This design comes from an exercise in tuning for small area, a short achievable clock period and few clock cycles on the open sky130 flow, not from production work. At most, simulation tests tie the RTL to the original design; equivalence was not proved. Power is estimated from default activity; no workload was simulated.

==> flow/design.v <==
module axi_stream_insert_header #(
parameter DATA_WD = 128,
parameter DATA_BYTE_WD = DATA_WD / 8,
parameter BYTE_CNT_WD = $clog2(DATA_BYTE_WD)
) (
input wire clk,
input wire rst_n,
input wire valid_in,
input wire [DATA_WD-1 : 0] data_in,
input wire [DATA_BYTE_WD-1 : 0] keep_in,
input wire last_in,
output wire ready_in,
output wire valid_out,
output wire [DATA_WD-1 : 0] data_out,
output wire [DATA_BYTE_WD-1 : 0] keep_out,
output wire last_out,
input wire ready_out,
input wire valid_insert,
input wire [DATA_WD-1 : 0] data_insert,
input wire [DATA_BYTE_WD-1 : 0] keep_insert,
input wire [BYTE_CNT_WD-1 : 0] byte_insert_cnt,
output wire ready_insert
);
localparam NB = DATA_BYTE_WD;
localparam CW = BYTE_CNT_WD;
localparam [1:0] S_HDR  = 2'd0;    
localparam [1:0] S_DATA = 2'd1;    
localparam [1:0] S_TAIL = 2'd2;    
reg [1:0] state;
reg [DATA_WD-1 : 0] carry;
reg [CW-1 : 0] hm1;                  
reg [CW-1 : 0] tail_m;               
wire beat_go = (state == S_DATA) && valid_in && ready_out;
wire tail_go = (state == S_TAIL) && ready_out;
wire [2*NB-1 : 0] kjoined = {{NB{1'b1}}, keep_in};
wire [NB : 0] kwindow = kjoined >> hm1;
wire fits = !kwindow[0];
wire pkt_end = tail_go || (beat_go && last_in && fits);
assign ready_in = (state == S_DATA) && ready_out;
assign ready_insert = (state == S_HDR) || pkt_end;
wire hdr_go = valid_insert && ready_insert;
wire [2*DATA_WD-9 : 0] joined = {carry, data_in[DATA_WD-1 : 8]};
assign data_out = joined >> (8 * hm1);
assign valid_out = ((state == S_DATA) && valid_in) || (state == S_TAIL);
assign last_out = (state == S_TAIL) || (last_in && fits);
reg [CW-1 : 0] lowz;
integer i;
always @(*) begin
    lowz = 0;
    for (i = 0; i < NB - 1; i = i + 1)
        if (!keep_in[i])
            lowz = i + 1;
end
wire [NB-1 : 0] tail_keep = ~({1'b0, {(NB-1){1'b1}}} >> tail_m);
genvar g;
generate
    for (g = 0; g < NB; g = g + 1) begin : g_keep
        assign keep_out[g] = (state == S_TAIL) ? tail_keep[g] : kwindow[g + 1];
    end
endgenerate
always @(posedge clk or negedge rst_n) begin
    if (!rst_n) begin
        state <= S_HDR;
    end else begin
        if (hdr_go)
            state <= S_DATA;
        else if (pkt_end)
            state <= S_HDR;
        else if (beat_go && last_in)
            state <= S_TAIL;
    end
end
function [CW-1 : 0] sub;
    input [CW-1 : 0] a;
    input [CW-1 : 0] b;
    integer j;
    reg c;
    begin
        c = 1'b0;
        for (j = 0; j < CW; j = j + 1) begin
            sub[j] = a[j] ^ b[j] ^ c;
            c = (!a[j] && (b[j] || c)) || (b[j] && c);
        end
    end
endfunction
wire [CW-1 : 0] end_m = sub(hm1, lowz);
always @(posedge clk) begin
    if (hdr_go) begin
        carry <= data_insert;
        hm1 <= sub(byte_insert_cnt, 1);
    end else if (beat_go) begin
        carry <= data_in;
    end
    if (beat_go)
        tail_m <= end_m;
end
endmodule
==> flow/config.mk <==
export PLATFORM = sky130hd
export DESIGN_NAME = axi_stream_insert_header
export DESIGN_NICKNAME = axi_stream_insert_header
export VERILOG_FILES = /design/flow/design.v
export SDC_FILE = /design/flow/constraint.sdc
export NUM_CORES = 4
export LEC_CHECK = 0
export CAP_MARGIN = 20
export CORE_MARGIN = 2
export CORE_UTILIZATION = 40
export SETUP_SLACK_MARGIN = 2.5
export SLEW_MARGIN = 20
==> flow/constraint.sdc <==
create_clock -name core_clock -period 6.5 [get_ports {clk}]
set_input_delay 1.3000 -clock core_clock [delete_from_list [all_inputs] [get_ports {clk}]]
set_output_delay 1.3000 -clock core_clock [all_outputs]
set_load 0.01 [all_outputs]
standard.sh (not shown) runs the stock make flow with config.mk's settings and CLKGATE_MAP_FILE= SYNTH_SCRIPT=/design/flow/synth_recipe.tcl, a recipe that flattens the netlist after the stock synthesis.
==> flow/flow/run.sh <==
#!/bin/bash
# Standard layout, with plain buf_1 cells as the port buffers.
cp standard.sh standard_sh.txt
export BUFFER_PORTS_ARGS="-buffer_cell sky130_fd_sc_hd__buf_1"
bash standard.sh > standard.log 2>&1
==> next run, changes <==
--- a/flow/design.v
+++ b/flow/design.v
@@ -30,17 +30,33 @@
 reg [DATA_WD-1 : 0] carry;
 reg [CW-1 : 0] hm1;                  
 reg [CW-1 : 0] tail_m;               
+reg [3:0] sa;                        
+reg [3:0] sb;                        
 wire beat_go = (state == S_DATA) && valid_in && ready_out;
 wire tail_go = (state == S_TAIL) && ready_out;
+wire [2*DATA_WD-9 : 0] joined = {carry, data_in[DATA_WD-1 : 8]};
+wire [8*(NB+3)-1 : 0] ya = ({8*(NB+3){sa[0]}} & joined[0  +: 8*(NB+3)])
+                         | ({8*(NB+3){sa[1]}} & joined[32 +: 8*(NB+3)])
+                         | ({8*(NB+3){sa[2]}} & joined[64 +: 8*(NB+3)])
+                         | ({8*(NB+3){sa[3]}} & joined[96 +: 8*(NB+3)]);
+assign data_out = ({DATA_WD{sb[0]}} & ya[0  +: DATA_WD])
+                | ({DATA_WD{sb[1]}} & ya[8  +: DATA_WD])
+                | ({DATA_WD{sb[2]}} & ya[16 +: DATA_WD])
+                | ({DATA_WD{sb[3]}} & ya[24 +: DATA_WD]);
 wire [2*NB-1 : 0] kjoined = {{NB{1'b1}}, keep_in};
-wire [NB : 0] kwindow = kjoined >> hm1;
+wire [NB+3 : 0] ka = ({(NB+4){sa[0]}} & kjoined[0  +: NB+4])
+                   | ({(NB+4){sa[1]}} & kjoined[4  +: NB+4])
+                   | ({(NB+4){sa[2]}} & kjoined[8  +: NB+4])
+                   | ({(NB+4){sa[3]}} & kjoined[12 +: NB+4]);
+wire [NB : 0] kwindow = ({(NB+1){sb[0]}} & ka[0 +: NB+1])
+                      | ({(NB+1){sb[1]}} & ka[1 +: NB+1])
+                      | ({(NB+1){sb[2]}} & ka[2 +: NB+1])
+                      | ({(NB+1){sb[3]}} & ka[3 +: NB+1]);
 wire fits = !kwindow[0];
 wire pkt_end = tail_go || (beat_go && last_in && fits);
 assign ready_in = (state == S_DATA) && ready_out;
 assign ready_insert = (state == S_HDR) || pkt_end;
 wire hdr_go = valid_insert && ready_insert;
-wire [2*DATA_WD-9 : 0] joined = {carry, data_in[DATA_WD-1 : 8]};
-assign data_out = joined >> (8 * hm1);
 assign valid_out = ((state == S_DATA) && valid_in) || (state == S_TAIL);
 assign last_out = (state == S_TAIL) || (last_in && fits);
 reg [CW-1 : 0] lowz;
@@ -83,11 +99,14 @@
         end
     end
 endfunction
+wire [CW-1 : 0] hm1_in = sub(byte_insert_cnt, 1);
 wire [CW-1 : 0] end_m = sub(hm1, lowz);
 always @(posedge clk) begin
     if (hdr_go) begin
         carry <= data_insert;
-        hm1 <= sub(byte_insert_cnt, 1);
+        hm1 <= hm1_in;
+        sa <= 4'b0001 << hm1_in[3:2];
+        sb <= 4'b0001 << hm1_in[1:0];
     end else if (beat_go) begin
         carry <= data_in;
     end
Effect:
- worst setup slack degrades by 35 ps
- global-route usage goes up by 4.0 points
- synthesized area decreases by 12%
- count of clock-buffer cells in the layout shrinks by 3
- power drops by 0.79%
- cell area is lower by 16%
- register-to-register slack barely changes
- clock power came out lower by about 9%
No functional check of the RTL was part of any run of this note.

========
Setup of trial 66:
Another version of the RTL of axi_stream_insert_header (not shown whole).
Size: ~1400 cells after synthesis, about 13000 sq um of cells after synthesis.
==> module axi_stream_insert_header, before the edit <==
module axi_stream_insert_header #(
parameter DATA_WD = 128,
parameter DATA_BYTE_WD = DATA_WD / 8,
parameter BYTE_CNT_WD = $clog2(DATA_BYTE_WD)
) (
input wire clk,
input wire rst_n,
input wire valid_in,
input wire [DATA_WD-1 : 0] data_in,
input wire [DATA_BYTE_WD-1 : 0] keep_in,
input wire last_in,
output wire ready_in,
output wire valid_out,
output wire [DATA_WD-1 : 0] data_out,
output wire [DATA_BYTE_WD-1 : 0] keep_out,
output wire last_out,
input wire ready_out,
input wire valid_insert,
input wire [DATA_WD-1 : 0] data_insert,
input wire [DATA_BYTE_WD-1 : 0] keep_insert,
input wire [BYTE_CNT_WD-1 : 0] byte_insert_cnt,
output wire ready_insert
);
localparam NB = DATA_BYTE_WD;
localparam CW = BYTE_CNT_WD;
localparam [1:0] S_HDR  = 2'd0;    
localparam [1:0] S_DATA = 2'd1;    
localparam [1:0] S_TAIL = 2'd2;    
reg [1:0] state;
reg [DATA_WD-1 : 0] carry;
reg [CW-1 : 0] hm1;                  
reg [CW-1 : 0] tail_m;               
wire beat_go = (state == S_DATA) && valid_in && ready_out;
wire tail_go = (state == S_TAIL) && ready_out;
wire [2*DATA_WD-9 : 0] joined = {carry, data_in[DATA_WD-1 : 8]};
wire [3:0] sa = 4'b0001 << hm1[3:2];
wire [3:0] sb = 4'b0001 << hm1[1:0];
wire [8*(NB+3)-1 : 0] ya = ({8*(NB+3){sa[0]}} & joined[0  +: 8*(NB+3)])
                         | ({8*(NB+3){sa[1]}} & joined[32 +: 8*(NB+3)])
                         | ({8*(NB+3){sa[2]}} & joined[64 +: 8*(NB+3)])
                         | ({8*(NB+3){sa[3]}} & joined[96 +: 8*(NB+3)]);
assign data_out = ({DATA_WD{sb[0]}} & ya[0  +: DATA_WD])
                | ({DATA_WD{sb[1]}} & ya[8  +: DATA_WD])
                | ({DATA_WD{sb[2]}} & ya[16 +: DATA_WD])
                | ({DATA_WD{sb[3]}} & ya[24 +: DATA_WD]);
wire [2*NB-1 : 0] kjoined = {{NB{1'b1}}, keep_in};
wire [NB+3 : 0] ka = ({(NB+4){sa[0]}} & kjoined[0  +: NB+4])
                   | ({(NB+4){sa[1]}} & kjoined[4  +: NB+4])
                   | ({(NB+4){sa[2]}} & kjoined[8  +: NB+4])
                   | ({(NB+4){sa[3]}} & kjoined[12 +: NB+4]);
wire [NB : 0] kwindow = ({(NB+1){sb[0]}} & ka[0 +: NB+1])
                      | ({(NB+1){sb[1]}} & ka[1 +: NB+1])
                      | ({(NB+1){sb[2]}} & ka[2 +: NB+1])
                      | ({(NB+1){sb[3]}} & ka[3 +: NB+1]);
wire fits = !kwindow[0];
wire pkt_end = tail_go || (beat_go && last_in && fits);
assign ready_in = (state == S_DATA) && ready_out;
assign ready_insert = (state == S_HDR) || pkt_end;
wire hdr_go = valid_insert && ready_insert;
assign valid_out = ((state == S_DATA) && valid_in) || (state == S_TAIL);
assign last_out = (state == S_TAIL) || (last_in && fits);
reg [CW-1 : 0] lowz;
integer i;
always @(*) begin
    lowz = 0;
    for (i = 0; i < NB - 1; i = i + 1)
        if (!keep_in[i])
            lowz = i + 1;
end
wire [NB-1 : 0] tail_keep = ~({1'b0, {(NB-1){1'b1}}} >> tail_m);
genvar g;
generate
    for (g = 0; g < NB; g = g + 1) begin : g_keep
        assign keep_out[g] = (state == S_TAIL) ? tail_keep[g] : kwindow[g + 1];
    end
endgenerate
always @(posedge clk or negedge rst_n) begin
    if (!rst_n) begin
        state <= S_HDR;
    end else begin
        if (hdr_go)
            state <= S_DATA;
        else if (pkt_end)
            state <= S_HDR;
        else if (beat_go && last_in)
            state <= S_TAIL;
    end
end
function [CW-1 : 0] sub;
    input [CW-1 : 0] a;
    input [CW-1 : 0] b;
    integer j;
    reg c;
    begin
        c = 1'b0;
        for (j = 0; j < CW; j = j + 1) begin
            sub[j] = a[j] ^ b[j] ^ c;
            c = (!a[j] && (b[j] || c)) || (b[j] && c);
        end
    end
endfunction
wire [CW-1 : 0] end_m = sub(hm1, lowz);
always @(posedge clk) begin
    if (hdr_go) begin
        carry <= data_insert;
        hm1 <= sub(byte_insert_cnt, 1);
    end else if (beat_go) begin
        carry <= data_in;
    end
    if (beat_go)
        tail_m <= end_m;
end
endmodule
export LEC_CHECK = 0
export CAP_MARGIN = 20
export CORE_MARGIN = 2
export CORE_UTILIZATION = 40
export SETUP_SLACK_MARGIN = 3.0
export SLEW_MARGIN = 20
create_clock -name core_clock -period 6.5 [get_ports {clk}]
Scripts as last shown in full above: flow/flow/run.sh
Trial 66 completed every stage of the flow, and the final layout passed the timing, DRC and antenna checks.
Testbench counts of trial 66, summed over its fixed seeds: cycles 16,082.
Here is what was changed in the inputs of build 81 compared with trial 66.
==> flow/design.v <==
module axi_stream_insert_header #(
parameter DATA_WD = 128,
parameter DATA_BYTE_WD = DATA_WD / 8,
parameter BYTE_CNT_WD = $clog2(DATA_BYTE_WD)
) (
input wire clk,
input wire rst_n,
input wire valid_in,
input wire [DATA_WD-1 : 0] data_in,
input wire [DATA_BYTE_WD-1 : 0] keep_in,
input wire last_in,
output wire ready_in,
output wire valid_out,
output wire [DATA_WD-1 : 0] data_out,
output wire [DATA_BYTE_WD-1 : 0] keep_out,
output wire last_out,
input wire ready_out,
input wire valid_insert,
input wire [DATA_WD-1 : 0] data_insert,
input wire [DATA_BYTE_WD-1 : 0] keep_insert,
input wire [BYTE_CNT_WD-1 : 0] byte_insert_cnt,
output wire ready_insert
);
localparam NB = DATA_BYTE_WD;
localparam CW = BYTE_CNT_WD;
localparam [1:0] S_HDR  = 2'd0;    
localparam [1:0] S_DATA = 2'd1;    
localparam [1:0] S_TAIL = 2'd2;    
reg [1:0] state;
reg [DATA_WD-1 : 0] carry;
reg [CW-1 : 0] hm1;                  
reg [CW-1 : 0] tail_m;               
wire beat_go = (state == S_DATA) && valid_in && ready_out;
wire tail_go = (state == S_TAIL) && ready_out;
wire [2*NB-1 : 0] kjoined = {{NB{1'b1}}, keep_in};
wire [NB : 0] kwindow = kjoined >> hm1;
wire fits = !kwindow[0];
wire pkt_end = tail_go || (beat_go && last_in && fits);
assign ready_in = (state == S_DATA) && ready_out;
assign ready_insert = (state == S_HDR) || pkt_end;
wire hdr_go = valid_insert && ready_insert;
wire [2*DATA_WD-9 : 0] joined = {carry, data_in[DATA_WD-1 : 8]};
assign data_out = joined >> (8 * hm1);
assign valid_out = ((state == S_DATA) && valid_in) || (state == S_TAIL);
assign last_out = (state == S_TAIL) || (last_in && fits);
reg [CW-1 : 0] lowz;
integer i;
always @(*) begin
    lowz = 0;
    for (i = 0; i < NB - 1; i = i + 1)
        if (!keep_in[i])
            lowz = i + 1;
end
genvar g;
generate
    for (g = 0; g < NB; g = g + 1) begin : g_keep
        assign keep_out[g] = (state == S_TAIL) ? (g + tail_m >= NB - 1) : kwindow[g + 1];
    end
endgenerate
always @(posedge clk or negedge rst_n) begin
    if (!rst_n) begin
        state <= S_HDR;
    end else begin
        if (hdr_go)
            state <= S_DATA;
        else if (pkt_end)
            state <= S_HDR;
        else if (beat_go && last_in)
            state <= S_TAIL;
    end
end
wire [CW-1 : 0] end_m = hm1 - lowz;
always @(posedge clk) begin
    if (hdr_go) begin
        carry <= data_insert;
        hm1 <= byte_insert_cnt - 1'b1;
    end else if (beat_go) begin
        carry <= data_in;
    end
    if (beat_go)
        tail_m <= end_m;
end
endmodule
Measured against trial 66, the final non-filler cell total of build 81 comes out at 1.2 times the reference value.
Build 81 vs trial 66: synthesized area up by more than 10%
Relative to trial 66, the count of inverters other than clock inverters in the layout of build 81 is higher by 10.
Delta (build 81 minus trial 66): slew of the pin with the lowest slew margin higher, post-cts resize count went down by 143.
No functional check of the RTL was part of build 81.

separate check: timing with driven ports:
The results above use ideal ports. As a check the final layouts listed here were re-extracted and re-timed, cells and wires unchanged. Step 1 sets driving cells, clkbuf_16 on the clock port and buf_2 on the other inputs (assumed; they add their load-dependent delay and slew). Step 2, shift: input delay + t, output delay - t, t = (earliest + latest rising clock arrival at the registers) / 2. This alone moves slack from input paths to output paths. Three values: no drivers, after step 1, after step 2; two values: the first two.
| run | t, ns | setup slack, ns | worst register clock-pin slew, ns | pins driven straight from the clock port |
|---|---|---|---|---|
| the first run of note 1 | 0.513 | 2.469 / 2.444 / 2.301 | 0.08 / 0.08 | 1 |
| the second run of note 1 | 0.493 | 2.434 / 2.378 / 2.238 | 0.07 / 0.07 | 1 |
| trial 66 | 0.512 | 2.529 / 2.477 / 2.550 | 0.07 / 0.07 | 1 |
| build 81 | 0.513 | 2.561 / 2.508 / 2.452 | 0.07 / 0.07 | 1 |
After both steps setup and hold are still met in every run listed. The setup slack of the second run of note 1, which loses most, moves by -0.056 ns with the drivers and by -0.196 ns with both steps.
